This design comes from an exercise in tuning for small area on the open sky130 flow, not from production work.
Function was checked by simulation only, so behaviour that the tests miss may differ from the original.
No activity file was given, so power comes from the tool's default toggle rates.

==> build 59 <==
## npu
module npu (
    input  logic        clk,
    input  logic        rst_ni,
    input  logic        ena,
    input  logic        wea,
    input  logic [15:0] addra,
    input  logic [31:0] dina,
    output logic [31:0] douta
);
    localparam logic [2:0] S_IDLE      = 3'd0;
    localparam logic [2:0] S_CONV1_LD  = 3'd1;
    localparam logic [2:0] S_CONV1_CAL = 3'd2;
    localparam logic [2:0] S_CONV2_LD  = 3'd3;
    localparam logic [2:0] S_CONV2_CAL = 3'd4;
    localparam logic [2:0] S_FCN       = 3'd5;
    localparam logic [2:0] S_FCN_LAST  = 3'd6;
    localparam logic [2:0] S_DONE      = 3'd7;
    wire       rst = ~rst_ni;
    wire [2:0] sel = addra[14:12];
    wire       wr  = ena & wea;
    wire       rd  = ena & ~wea;
    logic [2:0]  state;
    logic        pe_ready, pack_in_valid, done_reg;
    logic        host_trigger, host_next_state, host_pe_clear;
    logic        host_img_clear, host_conv_w_clear, host_pack_clear;
    logic [71:0] img, conv_w;         
    logic [2:0]  img_zero, w_zero;    
    logic        img_shifted, w_shifted;
    logic [1:0]  live01;
    logic [19:0] conv_x;              
    logic        conv_zero;           
    logic [19:0] result_reg;
    logic [7:0]  pack_reg [0:3];
    logic [1:0]  pack_addr;
    logic [31:0] fcn_in_n;            
    logic [23:0] acc [0:2];
    logic [5:0] ctl, ctl_n;
    assign ctl = {host_pack_clear, host_conv_w_clear, host_img_clear,
                  host_pe_clear, host_next_state, host_trigger};
    always_comb begin
  ...
Settings: LEC_CHECK=0, CAP_MARGIN=20, CORE_MARGIN=2, CORE_UTILIZATION=60, CTS_BUF_LIST=sky130_fd_sc_hd__clkbuf_8, CTS_CLUSTER_DIAMETER=60, CTS_CLUSTER_SIZE=20, GPL_TIMING_DRIVEN=0, PLACE_DENSITY=0.75, SLEW_MARGIN=20, SYNTH_HIERARCHICAL=1; clock period 12.0 ns.
standard.sh (not shown) runs the stock make flow with config.mk's settings and CLKGATE_MAP_FILE= SYNTH_SCRIPT=/design/flow/synth_recipe.tcl, a recipe that flattens the netlist after the stock synthesis.
==> flow/flow/run.sh <==
#!/bin/bash
# The standard ORFS layout (standard.sh), with different buffering:
#  - each port gets a sky130_fd_sc_hd__buf_1 buffer instead of buffer_ports' default cell;
#  - the constant-1 inputs of the adder cells share one tie cell per module (no tie fanout repair).
# repair_design, CTS and repair_timing run as in the standard flow.
set -euo pipefail
cp config.mk flow_config.mk
cat >> flow_config.mk <<'CFG'
export BUFFER_PORTS_ARGS = -buffer_cell sky130_fd_sc_hd__buf_1
export REMOVE_ABC_BUFFERS = 1
export SKIP_REPAIR_TIE_FANOUT = 1
CFG
sed "s#DESIGN_CONFIG=[^ ]*#DESIGN_CONFIG=$PWD/flow_config.mk#" standard.sh > flow_standard.sh
bash flow_standard.sh > flow_standard.log 2>&1
==> build 10: changes against build 59 <==
--- a/flow/design.v
+++ b/flow/design.v
@@ -39,31 +39,30 @@
   fa u_l_s33 (.a(p[20]), .b(p[27]), .c(p[34]), .s(l_s33), .co(l_c34));
   fa u_l_s35 (.a(p[41]), .b(p[48]), .c(l_c22), .s(l_s35), .co(l_c36));
   fa u_l_s37 (.a(l_c24), .b(l_s31), .c(l_s33), .s(l_s37), .co(l_c38));
   fa u_l_s39 (.a(l_c26), .b(l_s35), .c(l_s37), .s(l_s39), .co(l_c40));
   fa u_l_s41 (.a(l_c28), .b(l_s39), .c(l_c30), .s(rw[7]), .co(rw[8]));
-  xnor_cell u_l_s43 (.a(acc_en[7]), .b(p[7]), .y(l_s43));
-  or_cell u_l_c44 (.a(acc_en[7]), .b(p[7]), .y(l_c44));
+  fa u_l_s43 (.a(acc_en[7]), .b(p[7]), .c(1'b1), .s(l_s43), .co(l_c44));
   fa u_l_s45 (.a(p[14]), .b(p[21]), .c(p[28]), .s(l_s45), .co(l_c46));
   fa u_l_s47 (.a(p[35]), .b(p[42]), .c(p[49]), .s(l_s47), .co(l_c48));
-  fa u_l_s49 (.a(p[56]), .b(l_s43), .c(l_c32), .s(l_s49), .co(l_c50));
-  fa u_l_s51 (.a(l_c34), .b(l_s45), .c(l_s47), .s(l_s51), .co(l_c52));
+  fa u_l_s49 (.a(p[56]), .b(l_c32), .c(l_c34), .s(l_s49), .co(l_c50));
+  fa u_l_s51 (.a(l_s43), .b(l_s45), .c(l_s47), .s(l_s51), .co(l_c52));
   fa u_l_s53 (.a(l_c36), .b(l_c38), .c(l_s49), .s(l_s53), .co(l_c54));
   fa u_l_s55 (.a(l_s51), .b(l_c40), .c(l_s53), .s(rw[9]), .co(l_c56));
   fa u_l_s57 (.a(acc_en[8]), .b(p[15]), .c(p[22]), .s(l_s57), .co(l_c58));
   fa u_l_s59 (.a(p[29]), .b(p[36]), .c(p[43]), .s(l_s59), .co(l_c60));
   fa u_l_s61 (.a(p[50]), .b(p[57]), .c(l_c44), .s(l_s61), .co(l_c62));
   fa u_l_s63 (.a(l_c46), .b(l_c48), .c(l_s57), .s(l_s63), .co(l_c64));
-  fa u_l_s65 (.a(l_s59), .b(l_s61), .c(l_c50), .s(l_s65), .co(l_c66));
-  fa u_l_s67 (.a(l_c52), .b(l_s63), .c(l_s65), .s(l_s67), .co(l_c68));
-  fa u_l_s69 (.a(l_c54), .b(l_c56), .c(l_s67), .s(rw[10]), .co(rw[11]));
+  fa u_l_s65 (.a(l_s59), .b(l_c50), .c(l_c52), .s(l_s65), .co(l_c66));
+  fa u_l_s67 (.a(l_s61), .b(l_s63), .c(l_c54), .s(l_s67), .co(l_c68));
+  fa u_l_s69 (.a(l_s65), .b(l_c56), .c(l_s67), .s(rw[10]), .co(rw[11]));
   fa u_l_s71 (.a(acc_en[9]), .b(p[23]), .c(p[30]), .s(l_s71), .co(l_c72));
   fa u_l_s73 (.a(p[37]), .b(p[44]), .c(p[51]), .s(l_s73), .co(l_c74));
   fa u_l_s75 (.a(p[58]), .b(l_c58), .c(l_c60), .s(l_s75), .co(l_c76));
   fa u_l_s77 (.a(l_s71), .b(l_s73), .c(l_c62), .s(l_s77), .co(l_c78));
   fa u_l_s79 (.a(l_c64), .b(l_s75), .c(l_s77), .s(l_s79), .co(l_c80));
-  fa u_l_s81 (.a(l_c66), .b(l_s79), .c(l_c68), .s(rw[12]), .co(rw[13]));
+  fa u_l_s81 (.a(l_c66), .b(l_c68), .c(l_s79), .s(rw[12]), .co(rw[13]));
   fa u_l_s83 (.a(acc_en[10]), .b(p[31]), .c(p[38]), .s(l_s83), .co(l_c84));
   fa u_l_s85 (.a(p[45]), .b(p[52]), .c(p[59]), .s(l_s85), .co(l_c86));
   fa u_l_s87 (.a(l_c72), .b(l_c74), .c(l_s83), .s(l_s87), .co(l_c88));
   fa u_l_s89 (.a(l_s85), .b(l_c76), .c(l_s87), .s(l_s89), .co(l_c90));
   fa u_l_s91 (.a(l_c78), .b(l_s89), .c(l_c80), .s(rw[14]), .co(rw[15]));
@@ -75,28 +74,19 @@
   fa u_l_s103 (.a(p[61]), .b(l_c94), .c(l_s101), .s(l_s103), .co(l_c104));
   fa u_l_s105 (.a(l_c96), .b(l_s103), .c(l_c98), .s(rw[18]), .co(rw[19]));
   fa u_l_s107 (.a(acc_en[13]), .b(p[55]), .c(p[62]), .s(l_s107), .co(l_c108));
   fa u_l_s109 (.a(l_c102), .b(l_s107), .c(l_c104), .s(rw[20]), .co(rw[21]));
   fa u_l_s111 (.a(acc_en[14]), .b(p[63]), .c(l_c108), .s(rw[22]), .co(l_c112));
-  xnor_cell u_l_s113 (.a(acc_en[15]), .b(l_c112), .y(rw[23]));
-  or_cell u_l_c114 (.a(acc_en[15]), .b(l_c112), .y(l_c114));
-  xnor_cell u_l_s115 (.a(acc_en[16]), .b(l_c114), .y(rw[24]));
-  or_cell u_l_c116 (.a(acc_en[16]), .b(l_c114), .y(l_c116));
-  xnor_cell u_l_s117 (.a(acc_en[17]), .b(l_c116), .y(rw[25]));
-  or_cell u_l_c118 (.a(acc_en[17]), .b(l_c116), .y(l_c118));
-  xnor_cell u_l_s119 (.a(acc_en[18]), .b(l_c118), .y(rw[26]));
-  or_cell u_l_c120 (.a(acc_en[18]), .b(l_c118), .y(l_c120));
-  xnor_cell u_l_s121 (.a(acc_en[19]), .b(l_c120), .y(rw[27]));
-  or_cell u_l_c122 (.a(acc_en[19]), .b(l_c120), .y(l_c122));
-  xnor_cell u_l_s123 (.a(acc_en[20]), .b(l_c122), .y(l_s123));
-  or_cell u_l_c124 (.a(acc_en[20]), .b(l_c122), .y(l_c124));
-  xnor_cell u_l_s125 (.a(acc_en[21]), .b(l_c124), .y(l_s125));
-  or_cell u_l_c126 (.a(acc_en[21]), .b(l_c124), .y(l_c126));
-  xnor_cell u_l_s127 (.a(acc_en[22]), .b(l_c126), .y(l_s127));
-  or_cell u_l_c128 (.a(acc_en[22]), .b(l_c126), .y(l_c128));
-  xnor_cell u_l_s129 (.a(acc_en[23]), .b(l_c128), .y(l_s129));
-  or_cell u_l_c130 (.a(acc_en[23]), .b(l_c128), .y(l_c130));
+  fa u_l_s113 (.a(acc_en[15]), .b(l_c112), .c(1'b1), .s(rw[23]), .co(l_c114));
+  fa u_l_s115 (.a(acc_en[16]), .b(l_c114), .c(1'b1), .s(rw[24]), .co(l_c116));
+  fa u_l_s117 (.a(acc_en[17]), .b(l_c116), .c(1'b1), .s(rw[25]), .co(l_c118));
+  fa u_l_s119 (.a(acc_en[18]), .b(l_c118), .c(1'b1), .s(rw[26]), .co(l_c120));
+  fa u_l_s121 (.a(acc_en[19]), .b(l_c120), .c(1'b1), .s(rw[27]), .co(l_c122));
+  fa u_l_s123 (.a(acc_en[20]), .b(l_c122), .c(1'b1), .s(l_s123), .co(l_c124));
+  fa u_l_s125 (.a(acc_en[21]), .b(l_c124), .c(1'b1), .s(l_s125), .co(l_c126));
+  fa u_l_s127 (.a(acc_en[22]), .b(l_c126), .c(1'b1), .s(l_s127), .co(l_c128));
+  fa u_l_s129 (.a(acc_en[23]), .b(l_c128), .c(1'b1), .s(l_s129), .co(l_c130));
   ha u_l_s131 (.a(acc_en[0]), .b(p[0]), .s(acc_next[0]), .co(l_c132));
   ha u_l_s133 (.a(rw[2]), .b(l_c132), .s(acc_next[1]), .co(l_c134));
   ha u_l_s135 (.a(rw[3]), .b(l_c134), .s(acc_next[2]), .co(l_c136));
   ha u_l_s137 (.a(rw[4]), .b(l_c136), .s(acc_next[3]), .co(l_c138));
   ha u_l_s139 (.a(rw[5]), .b(l_c138), .s(acc_next[4]), .co(l_c140));
@@ -162,31 +152,30 @@
   fa u_l_s33 (.a(p[20]), .b(p[27]), .c(p[34]), .s(l_s33), .co(l_c34));
   fa u_l_s35 (.a(p[41]), .b(p[48]), .c(l_c22), .s(l_s35), .co(l_c36));
   fa u_l_s37 (.a(l_c24), .b(l_s31), .c(l_s33), .s(l_s37), .co(l_c38));
   fa u_l_s39 (.a(l_c26), .b(l_s35), .c(l_s37), .s(l_s39), .co(l_c40));
   fa u_l_s41 (.a(l_c28), .b(l_s39), .c(l_c30), .s(rw[7]), .co(rw[8]));
-  xnor_cell u_l_s43 (.a(acc_en[7]), .b(p[7]), .y(l_s43));
-  or_cell u_l_c44 (.a(acc_en[7]), .b(p[7]), .y(l_c44));
+  fa u_l_s43 (.a(acc_en[7]), .b(p[7]), .c(1'b1), .s(l_s43), .co(l_c44));
   fa u_l_s45 (.a(p[14]), .b(p[21]), .c(p[28]), .s(l_s45), .co(l_c46));
   fa u_l_s47 (.a(p[35]), .b(p[42]), .c(p[49]), .s(l_s47), .co(l_c48));
-  fa u_l_s49 (.a(p[56]), .b(l_s43), .c(l_c32), .s(l_s49), .co(l_c50));
-  fa u_l_s51 (.a(l_c34), .b(l_s45), .c(l_s47), .s(l_s51), .co(l_c52));
+  fa u_l_s49 (.a(p[56]), .b(l_c32), .c(l_c34), .s(l_s49), .co(l_c50));
+  fa u_l_s51 (.a(l_s43), .b(l_s45), .c(l_s47), .s(l_s51), .co(l_c52));
   fa u_l_s53 (.a(l_c36), .b(l_c38), .c(l_s49), .s(l_s53), .co(l_c54));
   fa u_l_s55 (.a(l_s51), .b(l_c40), .c(l_s53), .s(rw[9]), .co(l_c56));
   fa u_l_s57 (.a(acc_en[8]), .b(p[15]), .c(p[22]), .s(l_s57), .co(l_c58));
   fa u_l_s59 (.a(p[29]), .b(p[36]), .c(p[43]), .s(l_s59), .co(l_c60));
   fa u_l_s61 (.a(p[50]), .b(p[57]), .c(l_c44), .s(l_s61), .co(l_c62));
   fa u_l_s63 (.a(l_c46), .b(l_c48), .c(l_s57), .s(l_s63), .co(l_c64));
-  fa u_l_s65 (.a(l_s59), .b(l_s61), .c(l_c50), .s(l_s65), .co(l_c66));
-  fa u_l_s67 (.a(l_c52), .b(l_s63), .c(l_s65), .s(l_s67), .co(l_c68));
-  fa u_l_s69 (.a(l_c54), .b(l_c56), .c(l_s67), .s(rw[10]), .co(rw[11]));
+  fa u_l_s65 (.a(l_s59), .b(l_c50), .c(l_c52), .s(l_s65), .co(l_c66));
+  fa u_l_s67 (.a(l_s61), .b(l_s63), .c(l_c54), .s(l_s67), .co(l_c68));
+  fa u_l_s69 (.a(l_s65), .b(l_c56), .c(l_s67), .s(rw[10]), .co(rw[11]));
   fa u_l_s71 (.a(acc_en[9]), .b(p[23]), .c(p[30]), .s(l_s71), .co(l_c72));
   fa u_l_s73 (.a(p[37]), .b(p[44]), .c(p[51]), .s(l_s73), .co(l_c74));
   fa u_l_s75 (.a(p[58]), .b(l_c58), .c(l_c60), .s(l_s75), .co(l_c76));
   fa u_l_s77 (.a(l_s71), .b(l_s73), .c(l_c62), .s(l_s77), .co(l_c78));
   fa u_l_s79 (.a(l_c64), .b(l_s75), .c(l_s77), .s(l_s79), .co(l_c80));
-  fa u_l_s81 (.a(l_c66), .b(l_s79), .c(l_c68), .s(rw[12]), .co(rw[13]));
+  fa u_l_s81 (.a(l_c66), .b(l_c68), .c(l_s79), .s(rw[12]), .co(rw[13]));
   fa u_l_s83 (.a(acc_en[10]), .b(p[31]), .c(p[38]), .s(l_s83), .co(l_c84));
   fa u_l_s85 (.a(p[45]), .b(p[52]), .c(p[59]), .s(l_s85), .co(l_c86));
   fa u_l_s87 (.a(l_c72), .b(l_c74), .c(l_s83), .s(l_s87), .co(l_c88));
   fa u_l_s89 (.a(l_s85), .b(l_c76), .c(l_s87), .s(l_s89), .co(l_c90));
   fa u_l_s91 (.a(l_c78), .b(l_s89), .c(l_c80), .s(rw[14]), .co(rw[15]));
@@ -198,28 +187,19 @@
   fa u_l_s103 (.a(p[61]), .b(l_c94), .c(l_s101), .s(l_s103), .co(l_c104));
   fa u_l_s105 (.a(l_c96), .b(l_s103), .c(l_c98), .s(rw[18]), .co(rw[19]));
   fa u_l_s107 (.a(acc_en[13]), .b(p[55]), .c(p[62]), .s(l_s107), .co(l_c108));
   fa u_l_s109 (.a(l_c102), .b(l_s107), .c(l_c104), .s(rw[20]), .co(rw[21]));
   fa u_l_s111 (.a(acc_en[14]), .b(p[63]), .c(l_c108), .s(rw[22]), .co(l_c112));
-  xnor_cell u_l_s113 (.a(acc_en[15]), .b(l_c112), .y(rw[23]));
-  or_cell u_l_c114 (.a(acc_en[15]), .b(l_c112), .y(l_c114));
-  xnor_cell u_l_s115 (.a(acc_en[16]), .b(l_c114), .y(rw[24]));
-  or_cell u_l_c116 (.a(acc_en[16]), .b(l_c114), .y(l_c116));
-  xnor_cell u_l_s117 (.a(acc_en[17]), .b(l_c116), .y(rw[25]));
-  or_cell u_l_c118 (.a(acc_en[17]), .b(l_c116), .y(l_c118));
-  xnor_cell u_l_s119 (.a(acc_en[18]), .b(l_c118), .y(rw[26]));
-  or_cell u_l_c120 (.a(acc_en[18]), .b(l_c118), .y(l_c120));
-  xnor_cell u_l_s121 (.a(acc_en[19]), .b(l_c120), .y(rw[27]));
-  or_cell u_l_c122 (.a(acc_en[19]), .b(l_c120), .y(l_c122));
-  xnor_cell u_l_s123 (.a(acc_en[20]), .b(l_c122), .y(l_s123));
-  or_cell u_l_c124 (.a(acc_en[20]), .b(l_c122), .y(l_c124));
-  xnor_cell u_l_s125 (.a(acc_en[21]), .b(l_c124), .y(l_s125));
-  or_cell u_l_c126 (.a(acc_en[21]), .b(l_c124), .y(l_c126));
-  xnor_cell u_l_s127 (.a(acc_en[22]), .b(l_c126), .y(l_s127));
-  or_cell u_l_c128 (.a(acc_en[22]), .b(l_c126), .y(l_c128));
-  xnor_cell u_l_s129 (.a(acc_en[23]), .b(l_c128), .y(l_s129));
-  or_cell u_l_c130 (.a(acc_en[23]), .b(l_c128), .y(l_c130));
+  fa u_l_s113 (.a(acc_en[15]), .b(l_c112), .c(1'b1), .s(rw[23]), .co(l_c114));
+  fa u_l_s115 (.a(acc_en[16]), .b(l_c114), .c(1'b1), .s(rw[24]), .co(l_c116));
+  fa u_l_s117 (.a(acc_en[17]), .b(l_c116), .c(1'b1), .s(rw[25]), .co(l_c118));
+  fa u_l_s119 (.a(acc_en[18]), .b(l_c118), .c(1'b1), .s(rw[26]), .co(l_c120));
+  fa u_l_s121 (.a(acc_en[19]), .b(l_c120), .c(1'b1), .s(rw[27]), .co(l_c122));
+  fa u_l_s123 (.a(acc_en[20]), .b(l_c122), .c(1'b1), .s(l_s123), .co(l_c124));
+  fa u_l_s125 (.a(acc_en[21]), .b(l_c124), .c(1'b1), .s(l_s125), .co(l_c126));
+  fa u_l_s127 (.a(acc_en[22]), .b(l_c126), .c(1'b1), .s(l_s127), .co(l_c128));
+  fa u_l_s129 (.a(acc_en[23]), .b(l_c128), .c(1'b1), .s(l_s129), .co(l_c130));
   ha u_l_s131 (.a(acc_en[0]), .b(p[0]), .s(acc_next[0]), .co(l_c132));
   ha u_l_s133 (.a(rw[2]), .b(l_c132), .s(acc_next[1]), .co(l_c134));
   ha u_l_s135 (.a(rw[3]), .b(l_c134), .s(acc_next[2]), .co(l_c136));
   ha u_l_s137 (.a(rw[4]), .b(l_c136), .s(acc_next[3]), .co(l_c138));
   ha u_l_s139 (.a(rw[5]), .b(l_c138), .s(acc_next[4]), .co(l_c140));
@@ -577,16 +557,10 @@
   assign {co, s} = {1'b0, a} + {1'b0, b} + {1'b0, c};
 endmodule
 module ha (input logic a, input logic b, output logic s, output logic co);
   assign {co, s} = {1'b0, a} + {1'b0, b};
 endmodule
-module xnor_cell (input logic a, input logic b, output logic y);
-  assign y = ~(a ^ b);
-endmodule
-module or_cell (input logic a, input logic b, output logic y);
-  assign y = a | b;
-endmodule
 module npu (
     input  logic        clk,
     input  logic        rst_ni,
     input  logic        ena,
     input  logic        wea,
CORE_UTILIZATION = 70   (was 60)
CTS_CLUSTER_DIAMETER = 80   (was 60)
CTS_CLUSTER_SIZE = 16   (was 20)
PLACE_DENSITY = 0.85   (was 0.75)
==> summary.txt <==
Critical path depth: build 10 is lower than build 59 (2). Of build 10 and build 59, build 59 has the higher power (gap 2.5%, measured against build 59). Flip-flop and latch count is the same in build 59 and build 10. Between build 10 and build 59, the lower combinational power is in build 59 (gap 120%, measured against build 59). Setup slack: build 59 is worse than build 10 (0.011 ns). Against build 10, the cell count of build 59 is larger by 4.3%. Between build 59 and build 10, the lower sequential share of layout area is in build 59 (gap 0.22 points). Fmax is about the same in build 59 and build 10. Against build 59, the via count of build 10 is larger by 1.1%. Against build 59, the synthesized area of build 10 is higher by about 0.7%. Non-clock buffer count is the same in build 10 and build 59.
==> figures <==
metric                                                              build 10    build 59
Tap cell instance count                                                  511         592
Multi-input logic cell count                                           1,689       1,713
Flip-flop and latch area                                            9354 um2    9356 um2
Die width                                                           200.4 um    215.4 um
Power of the clock network                                          0.675 mW    0.887 mW
Initial antenna violation count                                            2           1
Number of global-route vias before repair                             19,007      18,574
Multi-input combinational area share                                  0.5963      0.5856
First element of the critical path                                  state[2]        take
Upper clock frequency limit                                        86.60 MHz   86.52 MHz
Sw Ratio                                                              0.2633      0.2591
Outcome                                             timing/DRC/antenna clean  timing/DRC/antenna clean
Total placed instance area                                        27,220 um2  27,110 um2
Met3 routed wirelength                                               7056 um     6068 um
Final design area excluding fillers                               27,760 um2  27,950 um2
Adder-cell area share of the yosys netlist                            0.3495      0.3295
Count of H-tree levels built during CTS                                    1           2
Combinational share of power                                           0.089       0.039
Maximum vdd drop                                                    93.87 uV    90.28 uV
Source of the worst hold timing path                              conv_w[55]  conv_w[31]
Worst reg2reg path startpoint                                       state[2]        take
Relative area of clock buffers and inverters in the final design     0.01808     0.02883
Met2 GRT Util                                                         0.5430      0.4844

[static timing again, ports no longer ideal]
The results above use ideal ports. As a check the final layouts listed here were re-extracted and re-timed, cells and wires unchanged.
Step 1 assumes that a clkbuf_16 drives the clock port and a buf_2 every other input.
Step 2 moves the port delays by t, midway between the first and last clock arrival at a register: inputs arrive t later, outputs are due t later. That takes back most of the time a late clock gives input paths.
a / b / c = ideal ports / drivers / drivers and shift; a / b = the first two.
run	t, ns	setup slack, ns	worst setup path after step 2	clock arrival spread, ns	worst data-port slew with drivers (ns)
build 59	0.664	0.442 / 0.442 / 0.442	register to register	0.073 / 0.073	0.07
build 10	0.708	0.453 / 0.453 / 0.453	register to register	0.027 / 0.027	0.04
After both steps every run listed still meets setup and hold.
